Context: an optimization exercise on an open-source flow, tuned for small area. The choices shown serve that exercise and are no tape-out recipe.
In this exercise RTL edits were held to simulation tests only and were not proved equivalent to the original.
The flow treats the clock pin as an ideal source, which a real chip does not have.
Power is estimated from default activity; no workload was simulated.

## conv_l1
module conv_l1(
    	input clk,
    	input reset,
    	input [7:0] pxl_in,
		input [7:0] kernel_00, input [7:0] kernel_01, input [7:0] kernel_02,
		input [7:0] kernel_10, input [7:0] kernel_11, input [7:0] kernel_12,
		input [7:0] kernel_20, input [7:0] kernel_21, input [7:0] kernel_22,
    	output [15:0] pxl_out,
		output valid
    );
	localparam ROW = 1200;	 
	localparam COL = 6;	 
	localparam DEPTH = 2*ROW + 2*COL;	 
	reg [8*DEPTH-1:0] line;
	always @(posedge clk)
		line <= {line[8*DEPTH-9:0], pxl_in};
	wire [7:0] x00 = line[8*(2*ROW+2*COL)-1 -: 8];
	wire [7:0] x01 = line[8*(2*ROW+COL)-1 -: 8];
	wire [7:0] x02 = line[8*(2*ROW)-1 -: 8];
	wire [7:0] x10 = line[8*(ROW+2*COL)-1 -: 8];
	wire [7:0] x11 = line[8*(ROW+COL)-1 -: 8];
	wire [7:0] x12 = line[8*ROW-1 -: 8];
	wire [7:0] x20 = line[8*(2*COL)-1 -: 8];
	wire [7:0] x21 = line[8*COL-1 -: 8];
	wire [15:0] sum;
	assign pxl_out = sum;
	wire pp1;
	wire pp3;
	wire pp5;
	wire pp7;
	wire pp9;
	wire pp11;
	wire pp13;
	wire pp15;
	wire pp17;
	wire pp19;
	wire pp21;
	wire pp23;
	wire pp25;
	wire pp27;
	wire pp29;
	wire pp31;
	wire pp33;
	wire pp35;
	wire pp37;
	wire pp39;
	wire pp41;
	wire pp43;
	wire pp45;
	wire pp47;
	wire pp49;
	wire pp51;
	wire pp53;
	wire pp55;
	wire pp57;
	wire pp59;
	wire pp61;
	wire pp63;
	wire pp65;
  ...
Size: about 19000 flip-flops, ~400000 um2 of cells after synthesis.
export LEC_CHECK = 0
export CAP_MARGIN = 20
export CORE_MARGIN = 2
export CORE_UTILIZATION = 60
export PLACE_DENSITY = 0.75
export SLEW_MARGIN = 20
export SYNTH_HIERARCHICAL = 1
create_clock -name core_clock -period 12.0 [get_ports {clk}]
standard.sh (not shown) runs the stock make flow with config.mk's settings and CLKGATE_MAP_FILE= SYNTH_SCRIPT=/design/flow/synth_recipe.tcl, a recipe that flattens the netlist after the stock synthesis.
==> flow/flow/run.sh <==
#!/bin/bash
# The standard layout (standard.sh) with a leaner clock tree: clock tree
# synthesis builds sink clusters of buf_12 without dummy loads, then
# post_cts.tcl resizes each leaf buffer to the smallest that keeps the
# flip-flop clock-pin slew under LEAF_SLEW_PS.
set -euo pipefail
here=$(cd "$(dirname "$0")" && pwd)
export CTS_ARGS="-sink_clustering_enable -repair_clock_nets -dont_use_dummy_load -sink_clustering_size 35 -sink_clustering_max_diameter 60 -buf_list sky130_fd_sc_hd__buf_12"
export POST_CTS_TCL="$here/post_cts.tcl"
export LEAF_SLEW_PS=120
export IO_CONSTRAINTS="$here/io.tcl"
export BUFFER_PORTS_ARGS="-buffer_cell sky130_fd_sc_hd__buf_2"
bash standard.sh > standard.log 2>&1
==> flow/flow/io.tcl <==
# All ports on one stretch of the left edge, next to each other, so the
# adder tree and the pixel taps gather there instead of spreading over the die.
set die [[ord::get_db_block] getDieArea]
set h [expr {[$die dy] / 1000.0}]
set lo [expr {int($h / 2 - 85)}]
set hi [expr {int($h / 2 + 85)}]
set_io_pin_constraint -pin_names [get_ports *] -region left:$lo-$hi
Other scripts of this flow, unchanged in this note and not shown: flow/flow/leafsize.tcl, flow/flow/post_cts.tcl
Next try:
--- a/flow/flow/run.sh
+++ b/flow/flow/run.sh
@@ -6,5 +6,5 @@
 set -euo pipefail
 here=$(cd "$(dirname "$0")" && pwd)
-export CTS_ARGS="-sink_clustering_enable -repair_clock_nets -dont_use_dummy_load -sink_clustering_size 35 -sink_clustering_max_diameter 60 -buf_list sky130_fd_sc_hd__buf_12"
+export CTS_ARGS="-sink_clustering_enable -repair_clock_nets -dont_use_dummy_load -sink_clustering_size 35 -sink_clustering_max_diameter 70 -buf_list sky130_fd_sc_hd__buf_12"
 export POST_CTS_TCL="$here/post_cts.tcl"
 export LEAF_SLEW_PS=120
- CORE_UTILIZATION: 60 -> 70
- GPL_TIMING_DRIVEN: default -> 0
- PLACE_DENSITY: 0.75 -> 0.85
Now the flow ended with an error in 4_1_cts.
Area after synthesis stays the same.
Synthesized cell count is unchanged.
Next try:
- CORE_UTILIZATION: 70 -> 60
- PLACE_DENSITY: 0.85 -> 0.75
=>
- Now the flow went through all stages and came out clean
- synthesized area is unchanged
- synthesized cell count stays the same
Next try:
==> flow/flow/run.sh (replaced) <==
#!/bin/bash
# The standard layout (standard.sh) with a leaner clock tree: clock tree
# synthesis builds sink clusters of buf_12 without dummy loads, then
# post_cts.tcl resizes each leaf buffer to the smallest that keeps the
# flip-flop clock-pin slew under LEAF_SLEW_PS.
set -euo pipefail
here=$(cd "$(dirname "$0")" && pwd)
export CTS_ARGS="-sink_clustering_enable -repair_clock_nets -dont_use_dummy_load -sink_clustering_size 35 -sink_clustering_max_diameter 60 -buf_list sky130_fd_sc_hd__buf_12"
export POST_CTS_TCL="$here/post_cts.tcl"
export LEAF_SLEW_PS=120
export IO_CONSTRAINTS="$here/io.tcl"
bash standard.sh > standard.log 2>&1
--- a/flow/flow/io.tcl
+++ b/flow/flow/io.tcl
@@ -3,5 +3,5 @@
 set die [[ord::get_db_block] getDieArea]
 set h [expr {[$die dy] / 1000.0}]
-set lo [expr {int($h / 2 - 85)}]
-set hi [expr {int($h / 2 + 85)}]
+set lo [expr {int($h / 2 - 60)}]
+set hi [expr {int($h / 2 + 60)}]
 set_io_pin_constraint -pin_names [get_ports *] -region left:$lo-$hi
- GPL_TIMING_DRIVEN: 0 -> default
Outcome:
- The new run failed in 3_2_place_iop
- synthesized area does not change
- synthesized cell count is unchanged
Next try:
--- a/flow/flow/io.tcl
+++ b/flow/flow/io.tcl
@@ -3,5 +3,5 @@
 set die [[ord::get_db_block] getDieArea]
 set h [expr {[$die dy] / 1000.0}]
-set lo [expr {int($h / 2 - 60)}]
-set hi [expr {int($h / 2 + 60)}]
+set lo [expr {int($h / 2 - 85)}]
+set hi [expr {int($h / 2 + 85)}]
 set_io_pin_constraint -pin_names [get_ports *] -region left:$lo-$hi
What happened: With this change the flow completed without violations; synthesized area stays the same; synthesized cell count stays the same.

conv_l1, a different RTL version from the one above (not shown whole).
For scale: roughly 20000 cells after synthesis, ~19000 flip-flops, ~99 I/O pins, ~400000 sq um of cells after synthesis.
==> flow/config.mk <==
export PLATFORM = sky130hd
export DESIGN_NAME = conv_l1
export DESIGN_NICKNAME = conv_l1
export VERILOG_FILES = /design/flow/design.v
export SDC_FILE = /design/flow/constraint.sdc
export NUM_CORES = 8
export LEC_CHECK = 0
export CAP_MARGIN = 20
export CORE_MARGIN = 2
export CORE_UTILIZATION = 64
export GPL_TIMING_DRIVEN = 0
export PLACE_DENSITY = 0.8
export SETUP_SLACK_MARGIN = 0.1
export SLEW_MARGIN = 20
export SYNTH_HIERARCHICAL = 1
==> flow/constraint.sdc <==
create_clock -name core_clock -period 12.0 [get_ports {clk}]
set_input_delay 2.4000 -clock core_clock [delete_from_list [all_inputs] [get_ports {clk}]]
set_output_delay 2.4000 -clock core_clock [all_outputs]
set_load 0.01 [all_outputs]
==> flow/flow/run.sh <==
#!/bin/bash
# The standard layout (standard.sh), run with these changes:
# - clock tree synthesis builds sink clusters of 33 flip-flops driven by
#   buf_12, with buf_8 above them and no dummy loads; post_cts.tcl then
#   resizes each leaf buffer to the smallest that keeps the flip-flop
#   clock-pin slew under LEAF_SLEW_PS (estimated after placement);
# - io.tcl puts all ports next to each other on the left edge;
# - every port gets a buf_2 as its port buffer (resized later as needed);
# - clock nets may be routed from met2 up.
# ORFS writes each step's full log under orfs/logs; make's own output goes
# to standard.log.
set -euo pipefail
here=$(cd "$(dirname "$0")" && pwd)
export CTS_ARGS="-sink_clustering_enable -repair_clock_nets -dont_use_dummy_load -sink_clustering_size 33 -sink_clustering_max_diameter 80 -buf_list sky130_fd_sc_hd__buf_12 -tree_buf sky130_fd_sc_hd__buf_8"
export POST_CTS_TCL="$here/post_cts.tcl"
export LEAF_SLEW_PS=118
export IO_CONSTRAINTS="$here/io.tcl"
export MIN_CLK_ROUTING_LAYER=met2
export BUFFER_PORTS_ARGS="-buffer_cell sky130_fd_sc_hd__buf_2"
bash standard.sh > standard.log 2>&1
==> flow/flow/post_cts.tcl <==
# Runs at the end of ORFS's CTS step (POST_CTS_TCL): resize the clock-tree
# leaf buffers to the smallest that keeps the flip-flop clock-pin slew low.
source [file join [file dirname [info script]] leafsize.tcl]
set_propagated_clock [all_clocks]
estimate_parasitics -placement
leaf_resize $::env(LEAF_SLEW_PS) {sky130_fd_sc_hd__buf_2 sky130_fd_sc_hd__buf_4 sky130_fd_sc_hd__buf_6 sky130_fd_sc_hd__buf_8 sky130_fd_sc_hd__buf_12 sky130_fd_sc_hd__clkbuf_16 sky130_fd_sc_hd__buf_16}
detailed_placement
check_placement -verbose
Other scripts of this flow, unchanged in this note and not shown: flow/flow/io.tcl, flow/flow/leafsize.tcl
The starting point passed the timing, DRC and antenna checks.
Next try:
==> flow/flow/run.sh (replaced) <==
#!/bin/bash
# The standard layout (standard.sh) with a leaner clock tree: clock tree
# synthesis builds sink clusters of buf_12 without dummy loads, then
# post_cts.tcl resizes each leaf buffer to the smallest that keeps the
# flip-flop clock-pin slew under LEAF_SLEW_PS.
set -euo pipefail
here=$(cd "$(dirname "$0")" && pwd)
export CTS_ARGS="-sink_clustering_enable -repair_clock_nets -dont_use_dummy_load -sink_clustering_size 33 -sink_clustering_max_diameter 80 -buf_list sky130_fd_sc_hd__buf_12 -tree_buf sky130_fd_sc_hd__buf_8"
export POST_CTS_TCL="$here/post_cts.tcl"
export LEAF_SLEW_PS=118
export IO_CONSTRAINTS="$here/io.tcl"
export MIN_CLK_ROUTING_LAYER=met2
export BUFFER_PORTS_ARGS="-buffer_cell sky130_fd_sc_hd__buf_2"
bash standard.sh > standard.log 2>&1
--- a/flow/flow/post_cts.tcl
+++ b/flow/flow/post_cts.tcl
@@ -7,2 +7,4 @@
 detailed_placement
 check_placement -verbose
+source [file join [file dirname [info script]] report_leaf.tcl]
+report_leaf_slews [file join $::env(LOG_DIR) leaf_cts.txt]
==> flow/flow/report_leaf.tcl (new file) <==
# Report, per clock-tree leaf net, the worst flip-flop clock-pin slew (ps)
# with the parasitics estimated at this point of the flow.
proc report_leaf_slews {file} {
  set f [open $file w]
  foreach inst [[ord::get_db_block] getInsts] {
    if {![string match "clkbuf_*" [$inst getName]]} continue
    set out ""
    foreach it [$inst getITerms] { if {[$it isOutputSignal]} { set out [$it getNet] } }
    if {$out eq "" || $out eq "NULL"} continue
    set sinks [get_pins -of_objects [get_nets [$out getName]] -filter "direction==input"]
    set w 0
    foreach pin $sinks {
      foreach q {slew_max_rise slew_max_fall} { set s [get_property $pin $q]; if {$s > $w} { set w $s } }
    }
    puts $f "[$out getName] [[$inst getMaster] getName] [llength $sinks] [format %.2f [expr {$w*1000}]]"
  }
  close $f
}
Settings changed: CORE_UTILIZATION 64 to 60, PLACE_DENSITY 0.8 to 0.75.
Global-route usage drops by 2.7 points.
Power drops slightly.
Synthesized area stays the same.
Next try:
--- a/flow/flow/run.sh
+++ b/flow/flow/run.sh
@@ -1,7 +1,13 @@
 #!/bin/bash
-# The standard layout (standard.sh) with a leaner clock tree: clock tree
-# synthesis builds sink clusters of buf_12 without dummy loads, then
-# post_cts.tcl resizes each leaf buffer to the smallest that keeps the
-# flip-flop clock-pin slew under LEAF_SLEW_PS.
+# The standard layout (standard.sh), run with these changes:
+# - clock tree synthesis builds sink clusters of 33 flip-flops driven by
+#   buf_12, with buf_8 above them and no dummy loads; post_cts.tcl then
+#   resizes each leaf buffer to the smallest that keeps the flip-flop
+#   clock-pin slew under LEAF_SLEW_PS (estimated after placement);
+# - io.tcl puts all ports next to each other on the left edge;
+# - every port gets a buf_2 as its port buffer (resized later as needed);
+# - clock nets may be routed from met2 up.
+# ORFS writes each step's full log under orfs/logs; make's own output goes
+# to standard.log.
 set -euo pipefail
 here=$(cd "$(dirname "$0")" && pwd)
--- a/flow/flow/post_cts.tcl
+++ b/flow/flow/post_cts.tcl
@@ -7,4 +7,2 @@
 detailed_placement
 check_placement -verbose
-source [file join [file dirname [info script]] report_leaf.tcl]
-report_leaf_slews [file join $::env(LOG_DIR) leaf_cts.txt]
Settings changed: TNS_END_PERCENT from default to 10.
removed: flow/flow/report_leaf.tcl
Effect: Now the flow finished with setup timing left. Cell count is about the same. Setup slack degrades by 0.15 ns. Final area barely changes.

==> afterwards: timing with drivers on the ports <==
Ports are ideal in the flow. The routed layouts listed here were re-timed in OpenROAD. Step 1 assumes that a clkbuf_16 drives the clock port and a buf_2 every other input. Step 2 also shifts input and output timing later by t, the mid clock arrival at the registers, as if the neighbouring blocks saw the same clock. a / b / c = no drivers / after step 1 / after step 2; a / b = the first two.
| run | t, ns | setup WS [ns] | hold WS [ns] | worst data-port slew with drivers (ns) |
|---|---|---|---|---|
| the first run of note 1 | 1.085 | 0.179 / -0.053 / -0.053 | 0.211 / 0.211 / 0.211 | 0.22 |
| the third run of note 1 | 1.105 | 0.146 / 0.117 / 0.117 | 0.234 / 0.234 / 0.234 | 0.17 |
| the fifth run of note 1 | 1.116 | 0.147 / 0.043 / 0.043 | 0.221 / 0.221 / 0.221 | 0.17 |
| the first run of note 2 | 1.166 | 0.098 / 0.043 / 0.043 | 0.181 / 0.181 / 0.181 | 0.17 |
| the second run of note 2 | 1.161 | 0.098 / 0.037 / 0.037 | 0.237 / 0.237 / 0.237 | 0.18 |
| the third run of note 2 | 1.164 | -0.051 / -0.114 / -0.114 | 0.235 / 0.235 / 0.235 | 0.21 |
Met with ideal ports but missed after step 2: setup timing in the first run of note 1. The setup slack of the first run of note 1, which loses most, moves by -0.232 ns with the drivers and by -0.232 ns with both steps.
